Source: an optimization exercise on an open RTL-to-GDS flow (aim: small area, a short achievable clock period and few clock cycles). Production flows keep margins and buffers that such runs may drop. Only simulation tests tie the RTL to the original design; equivalence was not proved.

==> design.v <==
`timescale 1ns/1ps
module ForwardSub4x4(
    input              clk,
    input              rst,
    input              start,
    input      [511:0] L_in,  
    input      [127:0] b_in,
    output reg         done,
    output reg [127:0] y_out
);
  reg signed [31:0] L [0:15];
  reg signed [31:0] b [0:3];
  reg signed [31:0] y [0:3];
  reg [1:0] i;
  integer j;
  localparam IDLE  = 3'd0,
             LOAD  = 3'd1,
             CALC  = 3'd2,
             DONE  = 3'd3;
  reg [2:0] state;
  reg signed [31:0] sum;
  integer idx;
  always @(posedge clk) begin
    if(rst) begin
      state <= IDLE;
      done  <= 0;
    end else begin
      case(state)
        IDLE: begin
          done <= 0;
          if(start)
            state <= LOAD;
        end
        LOAD: begin
          for(idx=0; idx<16; idx=idx+1) begin
            if(idx/4 >= idx%4)
              L[idx] <= L_in[idx*32 +: 32];
          end
          for(idx=0; idx<4; idx=idx+1) begin
            b[idx] <= b_in[idx*32 +: 32];
          end
          i <= 0;   
          state <= CALC;
        end
        CALC: begin
          sum = b[i];
          for(j=0; j<3; j=j+1) begin
            if(j < i)
              sum = sum - (L[{i, j[1:0]}] * y[j]);
          end
          if(sum == 32'sh80000000 && L[{i, i}] == -32'sd1)
            y[i] <= 32'sh80000000;
          else if(L[{i, i}] != 0)
            y[i] <= sum / L[{i, i}];
          else
            y[i] <= 0;  
          if(i<3) begin
            i <= i+1;
          end else begin
            state <= DONE;
          end
        end
        DONE: begin
          done <= 1;
          for(idx=0; idx<4; idx=idx+1) begin
            y_out[idx*32 +: 32] <= y[idx];
          end
          if(start) begin
            done  <= 0;
            state <= LOAD;
          end
        end
      endcase
    end
  end
endmodule
`timescale 1ns/1ps
module BackwardSub4x4(
    input              clk,
    input              rst,
    input              start,
    input      [511:0] U_in,
    input      [127:0] y_in,
    output reg         done,
    output reg [127:0] x_out
);
  reg signed [31:0] U [0:15];
  reg signed [31:0] y [0:3];
  reg signed [31:0] x [0:3];
  reg [1:0] i;
  integer j;
  localparam IDLE  = 3'd0,
             LOAD  = 3'd1,
             CALC  = 3'd2,
             DONE  = 3'd3;
  reg [2:0] state;
  reg signed [31:0] sum;
  integer idx;
  always @(posedge clk) begin
    if(rst) begin
      state <= IDLE;
      done <= 0;
    end else begin
      case(state)
        IDLE: begin
          done <= 0;
          if(start)
            state <= LOAD;
        end
        LOAD: begin
          for(idx=0; idx<16; idx=idx+1) begin
            if(idx%4 >= idx/4)
              U[idx] <= U_in[idx*32 +: 32];
          end
          for(idx=0; idx<4; idx=idx+1) begin
            y[idx] <= y_in[idx*32 +: 32];
          end
          i <= 3;  
          state <= CALC;
        end
        CALC: begin
          sum = y[i];
          for(j=3; j>0; j=j-1) begin
            if(j > i)
              sum = sum - (U[{i, j[1:0]}] * x[j]);
          end
          if(sum == 32'sh80000000 && U[{i, i}] == -32'sd1)
            x[i] <= 32'sh80000000;
          else if(U[{i, i}] != 0)
            x[i] <= sum / U[{i, i}];
          else
            x[i] <= 0;  
          if(i>0) begin
            i <= i - 1;
          end else begin
            state <= DONE;
          end
        end
        DONE: begin
          done <= 1;
          for(idx=0; idx<4; idx=idx+1) begin
            x_out[idx*32 +: 32] <= x[idx];
          end
          if(start) begin
            done  <= 0;
            state <= LOAD;
          end
        end
      endcase
    end
  end
endmodule
`timescale 1ns/1ps
module TriSolve4x4(
    input              clk,
    input              rst,
    input              start,
    input      [511:0] L_in,
    input      [511:0] U_in,
    input      [127:0] b_in,
    output reg         done,
    output     [127:0] x_out
);
  wire         fdone;
  wire         bdone;
  wire [127:0] y;
  reg          fdone_q;
  reg          bdone_q;
  ForwardSub4x4 fwd (
    .clk(clk), .rst(rst), .start(start),
    .L_in(L_in), .b_in(b_in),
    .done(fdone), .y_out(y)
  );
  wire bstart = fdone & ~fdone_q;
  BackwardSub4x4 bwd (
    .clk(clk), .rst(rst), .start(bstart),
    .U_in(U_in), .y_in(y),
    .done(bdone), .x_out(x_out)
  );
  always @(posedge clk) begin
    if (rst) begin
      fdone_q <= 1'b0;
      bdone_q <= 1'b0;
      done    <= 1'b0;
    end else begin
      fdone_q <= fdone;
      bdone_q <= bdone;
      if (start)
        done <= 1'b0;
      else if (bdone & ~bdone_q)
        done <= 1'b1;
    end
  end
endmodule
==> run.sh <==
#!/bin/bash
# synth_recipe.tcl (not shown) runs the flow's synth.tcl, then flattens the netlist and writes it again
# the make line also repeats each setting of config.mk as NAME=value (left out here)
make -C /OpenROAD-flow-scripts/flow DESIGN_CONFIG=/design/flow/config.mk WORK_HOME=/design/flow/orfs CLKGATE_MAP_FILE= SYNTH_SCRIPT=/design/flow/synth_recipe.tcl finish
==> config.mk <==
export PLATFORM = sky130hd
export DESIGN_NAME = TriSolve4x4
export DESIGN_NICKNAME = TriSolve4x4
export VERILOG_FILES = /design/flow/design.v
export SDC_FILE = /design/flow/constraint.sdc
export NUM_CORES = 8
export LEC_CHECK = 0
export CAP_MARGIN = 20
export CORE_MARGIN = 2
export CORE_UTILIZATION = 40
export SLEW_MARGIN = 20
==> constraint.sdc <==
create_clock -name core_clock -period 150.0 [get_ports {clk}]
set_input_delay 30.0000 -clock core_clock [delete_from_list [all_inputs] [get_ports {clk}]]
set_output_delay 30.0000 -clock core_clock [all_outputs]
set_load 0.01 [all_outputs]
==> results of run 1 <==
==> synthesized netlist by cell type, types with 445 or more instances <==
| cell type | number | area share (%) |
|---|---|---|
| a21oi_1 | 1062 | 2.6 |
| and2_1 | 455 | 1.4 |
| clkbuf_1 | 745 | 1.3 |
| edfxtp_1 | 1412 | 20 |
| fa_1 | 2640 | 26 |
| ha_1 | 2047 | 12 |
| inv_1 | 2540 | 4.6 |
| nand2_1 | 3798 | 6.9 |
| nor2_1 | 1263 | 2.3 |
| nor3_1 | 457 | 1.1 |
| o21a_1 | 445 | 1.6 |
| o21ai_0 | 659 | 1.6 |
| xnor2_1 | 781 | 3.3 |
==> area by class of cell <==
class,instances,area (um^2)
diodes,71,178
clock buffers,198,4340
clock inverters,97,1070
fillers,49600,285000
inverters,2546,9560
multi-input cells,17300,152000
flip-flops and latches,1421,42600
well taps,6916,8650
repair buffers,1425,13000
==> worst max-delay path by stage <==
stage,slack [ns],cells past startpoint,endpoint
2_1_floorplan,44.45,526,bwd.x[0][24]
3_3_place_gp,23.37,476,fwd.y[2][27]
3_5_place_dp,23.15,478,fwd.y[2][29]
4_1_cts,22.57,479,fwd.y[3][29]
5_1_grt,12.16,487,fwd.y[3][29]
6_report,19.89,478,fwd.y[3][29]
==> through the flow <==
| stage | setup slack, ns | instance area, um^2 | std cells |
|---|---|---|---|
| after global routing | 12.16 | 231000 | 29900 |
| final | 19.89 | 232000 | 30000 |
| after floorplan | 44.45 | 207000 | 22300 |
| after CTS | 22.57 | 231000 | 29900 |
| after global placement | 23.37 | 226000 | 29600 |
| after detailed placement | 23.15 | 226000 | 29600 |
==> metal layers <==
metal  up-vias  track usage, %  part of all wire [%]
li1      76300               -                     -
met1     86200            39.1                    39
met2      7812            47.1                    43
met3      1571            7.56                   9.6
met4        32            20.1                   7.8
met5         -          0.0733                 0.040
==> state kept, by name, summed over array words and instances (netlist names) <==
register / flops
bwd.U: 320
fwd.L: 320
bwd.x: 128
bwd.x_out: 128
bwd.y: 128
fwd.b: 128
fwd.y: 128
fwd.y_out: 128
bwd.i: 2
bwd.state: 2
fwd.i: 2
fwd.state: 2
bdone_q: 1
bwd.done: 1
done: 1
fdone_q: 1
fwd.done: 1
==> kinds of logic (layout without fill, tap and decap cells) <==
| kind of cell | after synthesis | after routing |
|---|---|---|
| and+or+nand+nor | 7163 | 7163 |
| xor gates and xnor gates | 1159 | 1159 |
| other | 0 | 71 |
| DFF | 1421 | 1421 |
| AOI/OAI and AO/OA | 3938 | 3938 |
| muxes | 371 | 371 |
| adders and majority gates | 4687 | 4687 |
| buffers and inverters | 3530 | 4266 |
==> results by group, run 1 <==
Critical path
  – CP peak stage delay: 0.92 ns
  – Largest delay share family, worst path: compound AO/OA/AOI/OAI gates
  – Crit path kind: flop to flop
  – Worst r2r path cells: 478
  – Worst EP arrival: 130.64 ns
  – Critical-path top delay cell: a2111oi_0
  – Crit start category: flop
  – Most used cell, CP: o21a_1
  – Crit Reg-Reg Endpoint: fwd.y[3][29]
  – Reg-to-Reg Start: fwd.i[1]
  – R2R Setup Slk: 19.89 ns
  – Buf/Inv on CP: 42
  – Crit path launch: fwd.i[1]
  – CP required: 150.53 ns
  – Worst-path fanout max: 43
  – Crit. End Element: flop

Yosys
  – Async set-reset flop share out of synthesis: 0%
  – Adder-Cell Fraction of Synth Area: 37.9%
  – Cell area after synthesis: 0.207 mm^2
  – Largest family of logic cells by synthesized area: adder cells
  – Synth Flop Type: edfxtp_1
  – Multiplexer share of the synthesized area: 1.97%
  – Distinct cells, synth: 121
  – Syn nets: 28100
  – Post-synthesis compound-gate area fraction: 12.7%
  – Syn. warnings: 391
  – Number of enable flip-flop cells after synthesis: 1412
  – Post-Synth Simple-Gate Area: 15.3%
  – Sequential area share after synthesis: 20.6%
  – Syn_area_per_cell: 9.30 um^2
  – #FFs+latches synth: 1421
  – Syn Inst Count: 22300
  – XOR/XNOR Fraction of Synth Area: 5.12%

Drt
  – Vias: 172000
  – Post-route ant nets: 0
  – Post-Route WL: 817000 um
  – DRC violations left: 0
  – WL/cell: 27.2 um
  – Vias per inst: 5.73
  – Initial DRC Count: 15600
  – Pre-Repair DR Iteration Count: 9

STA
  – Skew final: 0.0624 ns
  – Min cycle time layout: 130.11 ns
  – Final hold vios: 0
  – Fmax: 7.69 MHz
  – Slew @ Worst Pin: 1.30 ns
  – Total Neg Setup Slack: 0 ns
  – Setup Viol. Count Final: 0
  – WHS: 0.409 ns
  – Fin. max-slew vios: 0
  – Slew HR: 13.2%
  – Final worst path period share: 86.7%
  – Unrepaired setup endpoints after global routing: false

Clocking
  – Root Driver: clkbuf_16
  – Cts hold-fix bufs: 0
  – CTS tree: done
  – Num CTS Buffers: 169
  – Setup Fix Bufs, Post-CTS: 0
  – CTS H-tree lvls: 4
  – CTS Buffer Depth: 4
  – Clk pin slew, worst setup/hold paths: 0.06 ns
  – Clk Latency, worst-skew pair: 0.93 ns
  – Post-CTS sizing: 0
  – Clock Sink Count: 1421

Global routing
  – First-pass GRT wire length: 1190000 um
  – Vias in the first global route: 172000
  – Largest net degree at the start of global routing: 157
  – Congestion Overflow GR: 0
  – Total GRT Usage: 30.9%
  – Initial antenna violation count: 79

Cells and area
  – Commonest non-fill, non-tap cell in the layout: nand2_1
  – Most frequent cells in the layout: nand2_1 (3798), fa_1 (2640), inv_1 (2538)
  – Nets: 28700
  – Final Core Density: 44.9%
  – Area Growth Syn to Fin: 11.8%
  – Share of post-route cells with drive strength above 1: 6.34%

Placement
  – Port Buffer Count: 899
  – DP HPWL: 662000 um
  – RD Place Congestion: 1.01

Floorplan
  – Ports: 1284
  – Die H: 724 um
  – Total die area: 0.524 mm^2
  – Die span in x: 724 um
  – Initial core utilization: 40.1%
  – Row count: 264
  – Core box area: 0.516 mm^2

Min path
  – Worst Hold Class: flop to flop
  – Hold endpoint: bwd.y[1][3]
  – Min-Delay Path Depth: 0
  – Hold Crit Start: fwd.y_out[35]

Job
  – Max-Cap Viols: 0

Run status
  – Status: no timing/DRC/antenna violations
Testbench counts, summed over its fixed seeds: cycles 4,800.
==> run 2: changes to the inputs <==
--- a/design.v
+++ b/design.v
@@ -162,32 +162,185 @@
     output     [127:0] x_out
 );
-  wire         fdone;
-  wire         bdone;
-  wire [127:0] y;
-  reg          fdone_q;
-  reg          bdone_q;
-  ForwardSub4x4 fwd (
-    .clk(clk), .rst(rst), .start(start),
-    .L_in(L_in), .b_in(b_in),
-    .done(fdone), .y_out(y)
-  );
-  wire bstart = fdone & ~fdone_q;
-  BackwardSub4x4 bwd (
-    .clk(clk), .rst(rst), .start(bstart),
-    .U_in(U_in), .y_in(y),
-    .done(bdone), .x_out(x_out)
-  );
+  localparam W = 8;      
+  reg  [31:0] slot [0:3];
+  assign x_out = {slot[3], slot[2], slot[1], slot[0]};
+  reg         busy;
+  reg  [4:0]  pc;        
+  reg  [1:0]  ph;        
+  reg  [31:0] op;        
+  reg  [31:0] rr;        
+  reg  [31:0] nq;        
+  reg  [5:0]  sc;        
+  reg         sgn;       
+  reg         wide;      
+  function [5:0] opdec;    
+    input [4:0] p;
+    case (p)
+      5'd0:  opdec = {1'b1, 2'd0, 2'd0, 1'b0};
+      5'd1:  opdec = {1'b0, 2'd1, 2'd0, 1'b0};
+      5'd2:  opdec = {1'b1, 2'd1, 2'd1, 1'b0};
+      5'd3:  opdec = {1'b0, 2'd2, 2'd0, 1'b0};
+      5'd4:  opdec = {1'b0, 2'd2, 2'd1, 1'b0};
+      5'd5:  opdec = {1'b1, 2'd2, 2'd2, 1'b0};
+      5'd6:  opdec = {1'b0, 2'd3, 2'd0, 1'b0};
+      5'd7:  opdec = {1'b0, 2'd3, 2'd1, 1'b0};
+      5'd8:  opdec = {1'b0, 2'd3, 2'd2, 1'b0};
+      5'd9:  opdec = {1'b1, 2'd3, 2'd3, 1'b0};
+      5'd10: opdec = {1'b1, 2'd3, 2'd3, 1'b1};
+      5'd11: opdec = {1'b0, 2'd2, 2'd3, 1'b1};
+      5'd12: opdec = {1'b1, 2'd2, 2'd2, 1'b1};
+      5'd13: opdec = {1'b0, 2'd1, 2'd3, 1'b1};
+      5'd14: opdec = {1'b0, 2'd1, 2'd2, 1'b1};
+      5'd15: opdec = {1'b1, 2'd1, 2'd1, 1'b1};
+      5'd16: opdec = {1'b0, 2'd0, 2'd3, 1'b1};
+      5'd17: opdec = {1'b0, 2'd0, 2'd2, 1'b1};
+      5'd18: opdec = {1'b0, 2'd0, 2'd1, 1'b1};
+      default: opdec = {1'b1, 2'd0, 2'd0, 1'b1};
+    endcase
+  endfunction
+  wire [5:0] cur = opdec(pc);
+  wire       isdiv = cur[5];
+  wire [1:0] ti = cur[4:3];
+  wire [1:0] sj = cur[2:1];
+  wire [4:0] pcn = busy ? pc + 5'd1 : 5'd0;
+  wire [5:0] nxt = opdec(pcn);
+  wire [3:0] widx = {nxt[4:3], nxt[2:1]};
+  wire [31:0] opn = nxt[0] ? U_in[widx*32 +: 32] : L_in[widx*32 +: 32];
+  wire [31:0] acc = slot[ti];
+  wire [31:0] mj  = slot[sj];
+  wire        fits = (&op[31:11]) | ~(|op[31:11]);
+  reg  signed [11:0] digit;
+  reg  signed [31:0] mcand;
+  always @* begin
+    if (fits) begin
+      digit = op[11:0];
+      mcand = mj;
+    end else begin
+      case (ph)
+        2'd0: begin digit = {1'b0, op[10:0]};  mcand = mj; end
+        2'd1: begin digit = {1'b0, op[21:11]}; mcand = {mj[20:0], 11'd0}; end
+        default: begin digit = {{2{op[31]}}, op[31:22]}; mcand = {mj[9:0], 22'd0}; end
+      endcase
+    end
+  end
+  wire signed [31:0] prod = digit * mcand;
+  wire [31:0] macres = acc - prod;
+  wire [31:0] dabs = op[31] ? -op : op;
+  wire        dzero = ~(|op);
+  wire        done1 = (dabs == 32'd1);
+  wire [31:0] negin = (ph == 2'd0) ? acc : nq;
+  wire        negs  = (ph == 2'd0) ? (done1 ? op[31] : acc[31]) : sgn;
+  wire [31:0] negout = negs ? -negin : negin;    
+  function [5:0] blen;
+    input [31:0] v;
+    integer k;
+    begin
+      blen = 0;
+      for (k = 0; k < 32; k = k + 1)
+        if (v[k]) blen = k + 1;
+    end
+  endfunction
+  wire [5:0] bln = blen(negout);
+  wire [5:0] bld = blen(dabs);
+  wire [7:0] rdiff = {2'b0, bln} - {2'b0, bld} + 8'd8;
+  wire [2:0] ngrp = rdiff[7] ? 3'd0 : rdiff[5:3];
+  reg [31:0] rinit, ninit;
+  always @* begin
+    case (ngrp)
+      3'd0: begin rinit = 32'd0; ninit = 32'd0; end
+      3'd1: begin rinit = negout >> 8;  ninit = {negout[7:0], 24'd0}; end
+      3'd2: begin rinit = negout >> 16; ninit = {negout[15:0], 16'd0}; end
+      3'd3: begin rinit = negout >> 24; ninit = {negout[23:0], 8'd0}; end
+      default: begin rinit = 32'd0; ninit = negout; end
+    endcase
+  end
+  reg [W-1:0] nr;
+  reg [31:0]  nn;
+  reg [W:0]   nt;
+  integer s;
+  always @* begin
+    nr = rr[W-1:0];
+    nn = nq;
+    for (s = 0; s < 8; s = s + 1) begin
+      nt = {nr, nn[31]} - {1'b0, op[W-1:0]};
+      if (!nt[W]) nr = nt[W-1:0];
+      else        nr = {nr[W-2:0], nn[31]};
+      nn = {nn[30:0], ~nt[W]};
+    end
+  end
+  wire [31:0] wx = {rr[30:0], nq[31]};
+  wire [32:0] wt = {1'b0, wx} - {1'b0, op};
+  wire        wq = ~wt[32];
+  integer t;
+  wire last_cyc = (!isdiv) ? (fits || ph == 2'd2)
+                 : (ph == 2'd0) ? (dzero || done1) : (ph == 2'd2);
   always @(posedge clk) begin
     if (rst) begin
-      fdone_q <= 1'b0;
-      bdone_q <= 1'b0;
-      done    <= 1'b0;
+      busy <= 1'b0;
+      done <= 1'b0;
+    end else if (!busy) begin
+      if (start) begin
+        busy <= 1'b1;
+        done <= 1'b0;
+      end
+    end else if (last_cyc && pc == 5'd19) begin
+      busy <= 1'b0;
+      done <= 1'b1;
+    end
+  end
+  always @(posedge clk) begin
+    if (!busy) begin
+      if (start) begin
+        pc   <= 5'd0;
+        ph   <= 2'd0;
+        op   <= opn;
+        for (t = 0; t < 4; t = t + 1)
+          slot[t] <= b_in[t*32 +: 32];
+      end
+    end else if (!isdiv) begin
+      slot[ti] <= macres;
+      if (fits || ph == 2'd2) begin
+        ph <= 2'd0;
+        pc <= pcn;
+        op <= opn;
+      end else
+        ph <= ph + 2'd1;
     end else begin
-      fdone_q <= fdone;
-      bdone_q <= bdone;
-      if (start)
-        done <= 1'b0;
-      else if (bdone & ~bdone_q)
-        done <= 1'b1;
+      case (ph)
+        2'd0: begin
+          if (dzero || done1) begin
+            slot[ti] <= dzero ? 32'd0 : negout;
+            pc <= pcn;
+            op <= opn;
+              end else begin
+            op   <= dabs;
+            sgn  <= acc[31] ^ op[31];
+            wide <= |dabs[31:W];
+            rr   <= rinit;
+            nq   <= ninit;
+            sc   <= {ngrp, 3'd0};
+            ph   <= (ngrp == 3'd0) ? 2'd2 : 2'd1;
+          end
+        end
+        2'd1: begin
+          if (!wide) begin
+            rr <= {{(32-W){1'b0}}, nr};
+            nq <= nn;
+            sc <= sc - 6'd8;
+            if (sc == 6'd8) ph <= 2'd2;
+          end else begin
+            rr <= wq ? wt[31:0] : wx;
+            nq <= {nq[30:0], wq};
+            sc <= sc - 6'd1;
+            if (sc == 6'd1) ph <= 2'd2;
+          end
+        end
+        default: begin
+          slot[ti] <= negout;
+          ph <= 2'd0;
+          pc <= pcn;
+          op <= opn;
+          end
+      endcase
     end
   end
==> run 2 against run 1 <==
  * The run now fails in I/O pin placement
  * Area after synthesis is 79% lower
  * Synthesized cell count is 76% lower
==> results by group, run 2 <==
Yosys
  – Syn nets: 7025 (-75%)
  – Most frequent cells after synthesis: nand2_1 (791), nor2_1 (460), a211oi_1 (433)
  – Area leader, netlist: edfxtp_1
  – Synth Flop Type: edfxtp_1
  – Syn Inst Count: 5404 (-76%)
  – #FFs+latches synth: 245 (-83%)
  – Syn. warnings: 1 (-99.7%)
  – XOR/XNOR Fraction of Synth Area: 4.02% (-1.1 points)
  – Synth area leaders: edfxtp_1 (17%), fa_1 (13%), a211oi_1 (7.6%)
  – Syn_area_per_cell: 7.96 um^2 (-14%)
  – Cell area after synthesis: 0.0430 mm^2 (-79%)
  – Distinct cells, synth: 101 (-17%)
  – Adder-Cell Fraction of Synth Area: 18.3% (-20 points)
  – Sequential area share after synthesis: 16.9% (-3.6 points)
  – Largest family of logic cells by synthesized area: compound AO/OA/AOI/OAI gates
  – Most common cell in the netlist: nand2_1
  – Post-Synth Simple-Gate Area: 20.4% (+5.1 points)
  – Multiplexer share of the synthesized area: 8.88% (+6.9 points)
  – Yosys top cell area share: 16.6% (-8.9 points)
  – Number of enable flip-flop cells after synthesis: 238 (-83%)
  – Post-synthesis compound-gate area fraction: 24.3% (+12 points)
  – Async set-reset flop share out of synthesis: 0% (unchanged)

Run status
  – Log Error: [ERROR PPL-0024] Number of IO pins (1284) exceeds maximum number of available positions (1198). Increase the die perimeter from 1327.60um to 1746.24um.
  – Status: aborted with a tool error
  – Exit stage: I/O pin placement

Floorplan
  – Die span in x: 332 um (-54%)
  – Die H: 332 um (-54%)
  – Initial core utilization: 40.2% (+0.098 points)
  – Row count: 120 (-55%)
==> run 2: changes by cell type after synthesis, sizes merged, moves of 649 or more <==
cell    previous run  this run
inv             2545       407
ha              2047       193
nor2            1268       460
nand2           3799       792
fa              2640       273
xnor2            781       132
edfxtp          1412       238
a21oi           1066       283
==> run 2: cells by family after synthesis <==
kind of cell / count (synthesis)
XOR/XNOR: 196
multiplexers: 287
buffers and inverters: 804
adder cells (fa/ha/maj): 466
AND/OR/NAND/NOR: 1898
AO/OA/AOI/OAI: 1508
flip-flops: 245
Testbench counts of run 2, summed over its fixed seeds: cycles 12,032.

==> port drivers added, routing unchanged <==
The results above use ideal ports. As a check the final layout listed here was re-extracted and re-timed, cells and wires unchanged. Step 1, drivers: a clkbuf_16 drives clk and a buf_2 each remaining input, both assumed. Step 2, shift: input delay + t, output delay - t, t = (earliest + latest rising clock arrival at the registers) / 2. This alone moves slack from input paths to output paths. Three values: ideal ports, drivers, drivers and shift; two values: the first two.
run: run 1
t (ns): 1.031
setup slack, ns: 19.888 / 19.888 / 19.888
worst setup path at the end: register to register
clock arrival spread, ns: 0.064 / 0.063
worst slew at a driven data input, ns: 0.13
After both steps setup and hold are still met in run 1. The setup slack of run 1 moves by 0.000 ns with the drivers and by 0.000 ns with both steps.
